This design comes from an exercise in tuning for small area and a short achievable clock period on the open sky130 flow, not from production work.
The RTL was checked by simulation tests, not by an equivalence proof against the original design.
Power figures rest on the tool's default switching activity, not on a simulated workload.

[flow/run.sh]
#!/bin/bash
# synth_recipe.tcl (not shown) runs the flow's synth.tcl, then flattens the netlist and writes it again
# the make line also repeats each setting of config.mk as NAME=value (left out here)
make -C /OpenROAD-flow-scripts/flow DESIGN_CONFIG=/design/flow/config.mk WORK_HOME=/design/flow/orfs CLKGATE_MAP_FILE= SYNTH_SCRIPT=/design/flow/synth_recipe.tcl finish
[flow/config.mk]
export PLATFORM = sky130hd
export DESIGN_NAME = processor
export DESIGN_NICKNAME = processor
export VERILOG_FILES = /design/flow/design.v
export SDC_FILE = /design/flow/constraint.sdc
export NUM_CORES = 4
export LEC_CHECK = 0
export CAP_MARGIN = 20
export CORE_MARGIN = 2
export CORE_UTILIZATION = 25
export PLACE_DENSITY = 0.3
export SLEW_MARGIN = 20
[flow/constraint.sdc]
create_clock -name core_clock -period 11.0 [get_ports {clk}]
set_input_delay 2.2000 -clock core_clock [delete_from_list [all_inputs] [get_ports {clk}]]
set_output_delay 2.2000 -clock core_clock [all_outputs]
set_load 0.01 [all_outputs]
[flow/design.v]
`timescale 1ns / 1ps
module processor #(
    parameter WIDTH = 32
) (
    input clk,
    input reset,
    output [WIDTH - 1: 0] imem_addr,
    input [WIDTH - 1: 0] imem_rdata,
    output [WIDTH - 1: 0] dmem_addr,
    output dmem_re,
    output dmem_we,
    output [WIDTH - 1: 0] dmem_wdata,
    input [WIDTH - 1: 0] dmem_rdata,
    output reg [WIDTH - 1: 0] PORT_OUT_A,
    output reg [WIDTH - 1: 0] PORT_OUT_B,
    output reg [WIDTH - 1: 0] PORT_OUT_C,
    output reg [WIDTH - 1: 0] PORT_OUT_D
);
    reg [31: 0] pc;
    reg [31: 0] fi;             
    reg [4: 0]  rs1s, rs2s, rds;
    reg [31: 0] imm;
    reg [31: 0] dpc;
    reg         d_mrd, d_mwr, d_swe;    
    reg         d_mem;                  
    reg         d_useimm;               
    reg         d_auipc;                
    reg         d_jmp;                  
    reg         d_beq, d_bne, d_blt, d_bge;
    reg         d_add, d_sub, d_xor, d_or, d_and, d_sll, d_srl, d_lt;
    reg         d_stlsel;               
    reg [31: 0] epc;
    reg         rst0, rst1;
    reg [31: 0] rd;
    reg [4: 0]  ers;
    reg         emwr, emrd, eswe;
    reg [31: 0] wdata;
    reg [31: 0] z;
    reg [31: 0] rf [1: 31];
    wire [31: 0] rf1 = (rs1s == 0) ? z : rf[rs1s];
    wire [31: 0] rf2 = (rs2s == 0) ? z : rf[rs2s];
    wire [31: 0] op1 = (rs1s != 0 && ers == rs1s) ? rd : rf1;
    wire [31: 0] op2 = (rs2s != 0 && ers == rs2s) ? rd : rf2;
    wire halt = (ers == rs1s || ers == rs2s) && emrd;
    wire eq = op1 == op2;
    wire lt = op1 < op2;
    wire taken = (d_beq & eq) | (d_bne & ~eq) | (d_blt & lt) | (d_bge & ~lt) | d_jmp;
    wire stl = (ers != rds) && d_stlsel && emrd && (ers != 0);
    wire [31: 0] A = d_auipc ? epc : op1;
    wire [31: 0] B = d_useimm ? imm : op2;
    wire [31: 0] sum = A + B;
    wire [31: 0] alu =
        d_add ? sum :
        d_sub ? A - B :
        d_xor ? A ^ B :
        d_or  ? A | B :
        d_and ? A & B :
        d_sll ? A << B[4: 0] :
        d_srl ? A >> B[4: 0] :
        d_lt  ? {31'b0, A < B} :
        32'b0;
    wire [6: 0] opc = fi[6: 0];
    wire o_load  = opc == 7'b0000011;
    wire o_imm   = opc == 7'b0010011;
    wire o_jalr  = opc == 7'b1100111;
    wire o_store = opc == 7'b0100011;
    wire o_br    = opc == 7'b1100011;
    wire o_jal   = opc == 7'b1101111;
    wire o_u     = opc == 7'b0010111 || opc == 7'b0110111;
    wire o_itype = o_load || o_imm || o_jalr;
    wire o_other = !(o_itype || o_store || o_br || o_jal || o_u);
    wire i_t     = !fi[5];
    wire [2: 0] n_f3 = o_u ? 3'd0 : fi[14: 12];
    wire [6: 0] n_f7 = o_other ? fi[31: 25] : 7'd0;
    wire n_f7z = n_f7 == 7'h00;
    wire n_f7s = n_f7 == 7'h20;
    wire n_mem = o_load || o_store;
    always @(posedge clk) begin
        if (reset) begin
            pc <= 0;
            fi <= 0;
        end else if (!halt) begin
            pc <= taken ? epc + imm : stl ? pc : pc + 4;
            fi <= imem_rdata;
        end
    end
    always @(posedge clk) begin
        if (reset) begin
            rs1s <= 0; rs2s <= 0; rds <= 0;
            imm <= 0;
            dpc <= 0;
            d_mrd <= 0; d_mwr <= 0; d_swe <= 0; d_mem <= 0;
            d_useimm <= 0; d_auipc <= 0; d_jmp <= 0;
            d_beq <= 0; d_bne <= 0; d_blt <= 0; d_bge <= 0;
            d_add <= 1; d_sub <= 0; d_xor <= 0; d_or <= 0; d_and <= 0;
            d_sll <= 0; d_srl <= 0; d_lt <= 0;
            d_stlsel <= 1;
        end else if (!halt) begin
            dpc <= pc;
            rs1s <= (o_jal || o_u) ? 5'd0 : fi[19: 15];
            rs2s <= (o_itype || o_jal || o_u) ? 5'd0 : fi[24: 20];
            rds  <= o_br ? 5'd0 : fi[11: 7];
            if (o_itype)
                imm <= {{21{fi[31]}}, fi[30: 20]};
            else if (o_store)
                imm <= {{21{fi[31]}}, fi[30: 25], fi[11: 7]};
            else if (o_br)
                imm <= {{20{fi[31]}}, fi[7], fi[30: 25], fi[11: 8], 1'b0};
            else if (o_jal)
                imm <= {{12{fi[31]}}, fi[19: 12], fi[20], fi[30: 21], 1'b0};
            else if (o_u)
                imm <= {fi[31: 12], 12'b0};
            d_mrd <= o_load;
            d_mwr <= o_store;
            d_mem <= n_mem;
            d_swe <= o_store && n_f3[2: 1] != 0;
            d_useimm <= o_u || i_t || n_mem;
            d_auipc <= o_u && i_t;
            d_jmp <= o_jal || o_jalr;
            d_beq <= o_br && n_f3 == 0;
            d_bne <= o_br && n_f3 == 1;
            d_blt <= o_br && (n_f3 == 4 || n_f3 == 6);
            d_bge <= o_br && (n_f3 == 5 || n_f3 == 7);
            d_add <= n_mem || (n_f3 == 0 && n_f7z);
            d_sub <= !n_mem && n_f3 == 0 && n_f7s;
            d_xor <= !n_mem && n_f3 == 4 && n_f7z;
            d_or  <= !n_mem && n_f3 == 6 && n_f7z;
            d_and <= !n_mem && n_f3 == 7 && n_f7z;
            d_sll <= !n_mem && n_f3 == 1 && n_f7z;
            d_srl <= !n_mem && n_f3 == 5 && (n_f7z || n_f7s);
            d_lt  <= !n_mem && (n_f3 == 2 || n_f3 == 3) && n_f7z;
            d_stlsel <= !o_load;
        end
    end
    always @(posedge clk) begin
        rst0 <= taken;
        rst1 <= rst0;
        if (reset)
            epc <= 0;
        else if (!halt)
            epc <= dpc;
        if (reset || rst0 || rst1 || halt) begin
            rd <= 0;
            ers <= 0;
            emwr <= 0;
            emrd <= 0;
            eswe <= 0;
            wdata <= 0;
        end else begin
            rd <= taken ? 32'd4 : alu;
            ers <= rds;
            emwr <= d_mwr;
            emrd <= d_mrd;
            eswe <= d_swe;
            wdata <= d_mem ? op2 : 32'd0;
        end
    end
    always @(posedge clk) begin
        if (reset)
            z <= 0;
        else
            z <= (emrd && ers == 0) ? dmem_rdata : 32'd0;
    end
    wire [31: 0] wd = reset ? 32'd0 : emrd ? dmem_rdata : rd;
    genvar gi;
    generate
        for (gi = 1; gi < 32; gi = gi + 1) begin : g_rf
            always @(posedge clk)
                if (reset || ers == gi)
                    rf[gi] <= wd;
        end
    endgenerate
    always @(posedge clk) begin
        if (reset) begin
            PORT_OUT_A <= 0;
            PORT_OUT_B <= 0;
            PORT_OUT_C <= 0;
            PORT_OUT_D <= 0;
        end else if (emwr) begin
            case (rd)
                32'h40000000: PORT_OUT_A <= wdata;
                32'h40000001: PORT_OUT_B <= wdata;
                32'h40000002: PORT_OUT_C <= wdata;
                32'h40000003: PORT_OUT_D <= wdata;
                default: ;
            endcase
        end
    end
    assign imem_addr  = pc;
    assign dmem_addr  = rd;
    assign dmem_re    = emrd;
    assign dmem_we    = eswe && !reset;
    assign dmem_wdata = wdata;
endmodule
==> impl_metrics.toml <==
[finish]
drive_gt1_share_pct = 12.6
layout_commonest_cell = "edfxtp_1"
utilization_pct = 30.4
nets = 7622
fin_area_um2 = 89200
syn2layout_area_growth_pct = 21.4
final_cell_mix = "992 x edfxtp_1, 529 x nand2_1, 487 x nor2_1"
nFillCells = 30400

[sta]
finalSetupViolations = 0
relSlewSlack_pct = 10.8
fin_crit_ps = 9590
hold_violations = 0
rsz0062_at_grt = "false"
worstMarginPinSlew_ps = 1330
tns_ps = 0
fmax_mhz = 104
slew_violations = 0
fin_crit_sh_pct = 87.2
postLayoutSetupSlackWorst_ps = 1410
finClkSkew_ps = 51.6

[yosys]
synth_top_area_cell = "edfxtp_1"
synth_edf_count = 992
syn_area_um2 = 73500
synthDistinctLibCells = 112
ys_warn_count = 34
ys_ff_latch = 1421
synthFlopType = "edfxtp_1"
syn_inst = 7087
synth_top_area_share_pct = 40.5
synth.avg_cell_area_um2 = 10.4
syn_nets = 7317
ys_top_cells_by_area = "edfxtp_1 41%, dfxtp_1 12%, a22oi_1 4.6%, and3_1 3.8%, mux2i_1 3.3%"
ys_async_sr_fraction_pct = 0
yosysSeqAreaShare_pct = 52.2

[clock_tree]
clkTransAtPathRegs_ps = 60
numCtsBuffers = 182
tritoncts = "yes"
clock-root-buffer = "clkbuf_16"
clk_latency_ps = 900
cts_sinks = 1421
ctsResizeCount = 0
holdBufCountCts = 0
h-tree-depth = 4
post_cts_buffers = 0
cts_max_path_buffers = 4

[worst_setup_path]
cpPeakStageDelay_ps = 930
end_kind = "flop"
worst-path-stages = 26
cpMaxStageDelayCell = "nor3_1"
worst-path-buf-inv = 3
crit_type = "flop to flop"
crit_family = "simple AND/OR/NAND/NOR gates"
ff2ff_path_depth = 26
cp-start-kind = "flop"
worstPathArrival_ps = 10360
worstPathRequired_ps = 11770
path_max_fanout = 25

[drt]
wl_per_cell_um = 44.1
drtIter0Drc = 9047
vias = 68400
wl_met3_um = 33800
wl_um = 506000
drt-met1-wl_um = 201000
highest_layer = "met5"
firstDrtPassIters = 6
vias_per_cell = 5.96
wl_met2_um = 235000
ant_nets = 0
drc = 0

[grt]
grt.overflow.total = 0
grtUsageTotal_pct = 32.6
grt_max_degree = 99
antenna_found_initial = 55
grt_pass1_wl_um = 658000
first_global_vias = 65400

[placement]
placed_area_um2 = 83200
routabilityCongestion = 0.948
dp_worst_setup_slack_ps = 1480
io_buffer_count = 291
dpl.hpwl_um = 356000

[power]
clkPwrFrac_pct = 40.8
p_seq_share_pct = 42.0
ir_worst_vdd_mv = 0.108
p_per_area_nw_per_um2 = 170
p_leak_uw = 0.0325
pwr-share-comb_pct = 17.2
p_sw_uw = 4790
switching_share_pct = 31.6
p_int_uw = 10400

[hold_path]
worstHoldPathCells = 0
hold_path.class = "flop to flop"

[die]
die_x_um = 546
io_pins = 292
die_h_um = 546
floorplan.die_area_um2 = 298000
placementRows = 199
core_um2 = 293000
initial_core_util_pct = 25.1

[job]
cap_violations = 0

[status]
status = "no timing/DRC/antenna violations"
## logic make-up after synthesis
group / after synthesis / share of synthesized area, %
multiplexers: 291 / 4.41
AO/OA/AOI/OAI: 1905 / 18.3
flip-flops: 1421 / 52.2
XOR/XNOR: 90 / 1.07
adder cells (fa/ha/maj): 164 / 2.82
buffers and inverters: 713 / 3.94
AND/OR/NAND/NOR: 2503 / 17.3
## synth_stat cells (84+ instances only)
cell / instances
a22oi_1: 448
mux2i_1: 239
inv_1: 163
buf_2: 84
a221oi_1: 107
nor3_1: 85
nand2_1: 531
and3_1: 447
clkbuf_1: 401
nand3_1: 324
dfxtp_1: 429
a2111oi_0: 115
nand4_1: 145
a211oi_1: 90
nor2_1: 577
ha_1: 161
edfxtp_1: 992
o21ai_0: 229
a21oi_1: 403
## stage by stage
step | power [uW] | hold slack [ps] | cells
after global routing | 15600 | 378 | 11500
final | 15200 | 368 | 11500
after global placement | 9070 | 362 | 11100
after floorplan | 7560 | 332 | 7087
after detailed placement | 9020 | 358 | 11100
after CTS | 15200 | 365 | 11500
## flip-flops by register name, indices dropped and copies added, names as in the netlist, 32 cells and up
signal	flops
PORT_OUT_A	32
PORT_OUT_B	32
PORT_OUT_C	32
PORT_OUT_D	32
dpc	32
epc	32
fi	32
imm	32
pc	32
rd	32
rf	992
wdata	32
z	32
## layout make-up
class	instances	area, um2	area share [%]
inverter	170	638	0.715
multi-input combinational	4953	33400	37.4
clock buffer	245	5060	5.67
clock inverter	85	873	0.979
antenna	17	42.5	0.0477
tap	3919	4900	5.49
timing repair buffer	664	5960	6.68
sequential	1421	38400	43.0
## routing by layer
layer  GRT usage [%]  vias up
met5               0        -
met4            19.6       22
met3            5.29     1101
met2            53.4     4148
met1            40.3    35200
li1                -    27900
## final timing paths
check	from	to	slack [ps]
max	rs2s[0]	rd[19]	1410
min	rst0	rst1	370
max reg2reg	rs2s[0]	rd[19]	1410
min reg2reg	rst0	rst1	370
## power by group through the flow
stage                     sequential (uW)  combinational [uW]  clock (uW)
after floorplan                      6290                1270           0
after global placement               6490                2570           0
after detailed placement             6460                2550           0
after CTS                            6360                2560        6300
after global routing                 6380                2700        6480
final                                6370                2610        6200

## afterwards: timing with drivers on the ports
No port has a modelled driver above. Below, the same layout with a new extraction and two added sets of constraints.
Step 1: set_driving_cell puts a clkbuf_16 on clk and a buf_2 on each other input, an assumption about the parent block.
Step 2, shift: input delay + t, output delay - t, t = (earliest + latest rising clock arrival at the registers) / 2. This alone moves slack from input paths to output paths.
a / b / c = ideal / step 1 / step 2; a / b = the first two.
t, ns: 0.970
setup WS [ns]: 1.411 / 1.411 / 1.411
hold slack, ns: 0.368 / 0.368 / 0.368
latest minus earliest clock arrival (ns): 0.059 / 0.059
worst data-port slew with drivers (ns): 0.18
After both steps this run still meets setup and hold. For this run, drivers alone change the setup slack by 0.000 ns; drivers and shift together by 0.000 ns.
